This design comes from an exercise in tuning for small area on the open sky130 flow, not from production work. In this exercise RTL edits were held to simulation tests only and were not proved equivalent to the original. The clock port is modelled as an ideal driver; clocking choices that lean on that would not hold on a real chip. Power is estimated from default activity; no workload was simulated.

== job 101 ==
Design top_module, start of the top module:
module top_module(clk, reset, led, player1_button, player2_button, squash_switch, AN_Out, C_Out);
==> flow/config.mk <==
export PLATFORM = sky130hd
export DESIGN_NAME = top_module
export DESIGN_NICKNAME = top_module
export VERILOG_FILES = /design/flow/design.v
export SDC_FILE = /design/flow/constraint.sdc
export NUM_CORES = 4
export LEC_CHECK = 0
export CAP_MARGIN = 20
export CORE_MARGIN = 2
export CORE_UTILIZATION = 40
export SLEW_MARGIN = 20
==> flow/constraint.sdc <==
create_clock -name core_clock -period 10.0 [get_ports {clk}]
set_input_delay 2.0000 -clock core_clock [delete_from_list [all_inputs] [get_ports {clk}]]
set_output_delay 2.0000 -clock core_clock [all_outputs]
set_load 0.01 [all_outputs]
standard.sh (not shown) runs the stock make flow with config.mk's settings and CLKGATE_MAP_FILE= SYNTH_SCRIPT=/design/flow/synth_recipe.tcl, a recipe that flattens the netlist after the stock synthesis.
==> flow/flow/run.sh <==
#!/bin/bash
# Own layout flow: the standard synthesis, then the combinational logic
# of its netlist re-mapped for area with ABC (every flip-flop instance is
# kept as it is; several ABC seeds run side by side and the smallest
# netlist is kept), then the standard layout steps with buf_1 port buffers
# and a clock tree without dummy loads whose buffers are then sized down. Each tool's output goes to a log
# file of its own in the work folder.
set -euo pipefail
W=$PWD
R=$W/orfs/results/$FLOW_PLATFORM/top_module/base
LIB=$FLOW_HOME/platforms/$FLOW_PLATFORM/lib/sky130_fd_sc_hd__tt_025C_1v80.lib

# 1. standard synthesis (the standard flow's own script, unchanged)
bash standard.sh "$R/1_2_yosys.v" > "$W/std_synth.log" 2>&1
cp "$R/1_2_yosys.v" "$W/std_synth.v"

# 2. re-map the combinational logic with a few ABC seeds
SEEDS="1 2 3 4"
for s in $SEEDS; do
  sed "s/@SEED@/$s/" "$W/flow/area.abc" > "$W/area_$s.abc"
  LIB="$LIB" IN="$W/std_synth.v" OUT="$W/resynth_$s.v" ABCSCRIPT="$W/area_$s.abc" \
    DONT_USE="$(cat "$W/flow/dont_use.txt")" \
    yosys -c "$W/flow/resynth.tcl" > "$W/resynth_$s.log" 2>&1 &
done
wait
best=""; barea=""
for s in $SEEDS; do
  a=$(awk '/Chip area/ {print $NF}' "$W/resynth_$s.v.stat")
  echo "seed $s area $a" >> "$W/resynth_pick.log"
  if [[ -z "$best" ]] || awk -v a="$a" -v b="$barea" 'BEGIN {exit !(a < b)}'; then best=$s; barea=$a; fi
done
echo "picked seed $best ($barea)" >> "$W/resynth_pick.log"
cp "$W/resynth_$best.v" "$R/1_2_yosys.v"
touch "$R/1_2_yosys.v"

# 3. the rest of the standard flow
export BUFFER_PORTS_ARGS="-buffer_cell sky130_fd_sc_hd__buf_1"
export CTS_ARGS="$(cat "$W/flow/cts_args.txt")"
# after clock_tree_synthesis: resize the clock buffers (flow/cts_opt.tcl)
export POST_CTS_TCL="$W/flow/cts_opt.tcl"
export CTS_MERGE=1
export CTS_SLEW_TARGET=0.100
bash standard.sh > "$W/layout.log" 2>&1
Other scripts of this flow, unchanged in this note and not shown: flow/flow/area.abc, flow/flow/cts_args.txt, flow/flow/cts_opt.tcl, flow/flow/dont_use.txt, flow/flow/resynth.tcl
Job 101 ended with every stage complete and zero timing, DRC or antenna violations.
Changes in job 102 relative to job 101:
Settings: CORE_UTILIZATION changed from 40 to 65.
--- outcome ---
~same post-DP HPWL in job 101 and job 102
Total placed instance area of job 102 falls short of that of job 101 slightly.
Relative to job 101, maximum ir drop on the vdd rail has gone up in job 102.
[job 102] sequential share of layout area rose 0.55 points relative to job 101
Job 102 against job 101: layout-stage area growth over the synthesis result fell by 1.4 points, proportion of final cell area spent on non-clock buffers stayed essentially flat.
A class of the most critical setup path of reg -> out is what job 102 shows, while in -> reg belongs to job 101.

## before
Another version of the RTL of top_module (not shown whole).
Size: roughly 400 cells after synthesis, about 36 I/O pins, about 3400 µm² of cells after synthesis.
==> flow/config.mk <==
export PLATFORM = sky130hd
export DESIGN_NAME = top_module
export DESIGN_NICKNAME = top_module
export VERILOG_FILES = /design/flow/design.v
export SDC_FILE = /design/flow/constraint.sdc
export NUM_CORES = 4
export LEC_CHECK = 0
export CAP_MARGIN = 20
export CORE_MARGIN = 2
export CORE_UTILIZATION = 40
export SLEW_MARGIN = 20
==> flow/constraint.sdc <==
create_clock -name core_clock -period 10.0 [get_ports {clk}]
set_input_delay 2.0000 -clock core_clock [delete_from_list [all_inputs] [get_ports {clk}]]
set_output_delay 2.0000 -clock core_clock [all_outputs]
set_load 0.01 [all_outputs]
==> flow/flow/run.sh <==
#!/bin/bash
# Own layout flow: the standard synthesis, then the combinational logic
# of its netlist re-mapped for area with ABC (every flip-flop instance is
# kept as it is), then the standard layout steps with smaller port buffers
# and a clock tree without dummy loads. Each tool's output goes to a log
# file of its own in the work folder.
set -euo pipefail
W=$PWD
R=$W/orfs/results/$FLOW_PLATFORM/top_module/base
LIB=$FLOW_HOME/platforms/$FLOW_PLATFORM/lib/sky130_fd_sc_hd__tt_025C_1v80.lib

# 1. standard synthesis (the standard flow's own script, unchanged)
bash standard.sh "$R/1_2_yosys.v" > "$W/std_synth.log" 2>&1
cp "$R/1_2_yosys.v" "$W/std_synth.v"

# 2. re-map the combinational logic
LIB="$LIB" IN="$W/std_synth.v" OUT="$W/resynth.v" ABCSCRIPT="$W/flow/area.abc" \
  DONT_USE="$(cat "$W/flow/dont_use.txt")" \
  yosys -c "$W/flow/resynth.tcl" > "$W/resynth.log" 2>&1
cp "$W/resynth.v" "$R/1_2_yosys.v"
touch "$R/1_2_yosys.v"

# 3. the rest of the standard flow
export BUFFER_PORTS_ARGS="-buffer_cell sky130_fd_sc_hd__buf_1"
export CTS_ARGS="$(cat "$W/flow/cts_args.txt")"
bash standard.sh > "$W/layout.log" 2>&1
==> flow/flow/cts_args.txt <==
-sink_clustering_enable -repair_clock_nets -buf_list sky130_fd_sc_hd__clkbuf_8 -sink_clustering_size 80 -sink_clustering_max_diameter 500 -dont_use_dummy_load
Other scripts of this flow, unchanged in this note and not shown: flow/flow/area.abc, flow/flow/dont_use.txt, flow/flow/resynth.tcl
before ran to completion and came out clean on the timing, design-rule and antenna checks.
> inputs changed (before -> after)
==> flow/flow/cts_args.txt <==
-sink_clustering_enable -repair_clock_nets -buf_list sky130_fd_sc_hd__clkbuf_16 -sink_clustering_size 80 -sink_clustering_max_diameter 500 -dont_use_dummy_load
### Flow results
The power in after is 1.13 times that in before. after vs before: post-route standard cell area excluding fillers up by a few percent. The setup slack of the critical path after layout of after is lower than that of before. Relative to before, after degrades clock group power.

what the ideal ports hide:
No port has a modelled driver above. Below, the same layouts with a new extraction and two added sets of constraints.
Step 1 assumes that a clkbuf_16 drives the clock port and a buf_2 every other input.
Step 2 also shifts input and output timing later by t, the mid clock arrival at the registers, as if the neighbouring blocks saw the same clock.
Slacks: no drivers / after step 1 / after step 2; pairs: no drivers / after step 1.
run	t (ns)	setup WS [ns]	worst slew at a driven data input, ns
job 101	0.366	5.648 / 5.657 / 5.291	0.03
job 102	0.537	5.673 / 5.645 / 5.360	0.03
before	0.361	5.200 / 5.203 / 4.842	0.03
after	0.354	5.192 / 5.202 / 4.847	0.03
After both steps every run listed still meets setup and hold. For before, which loses most, drivers alone change the setup slack by +0.003 ns; drivers and shift together by -0.358 ns.
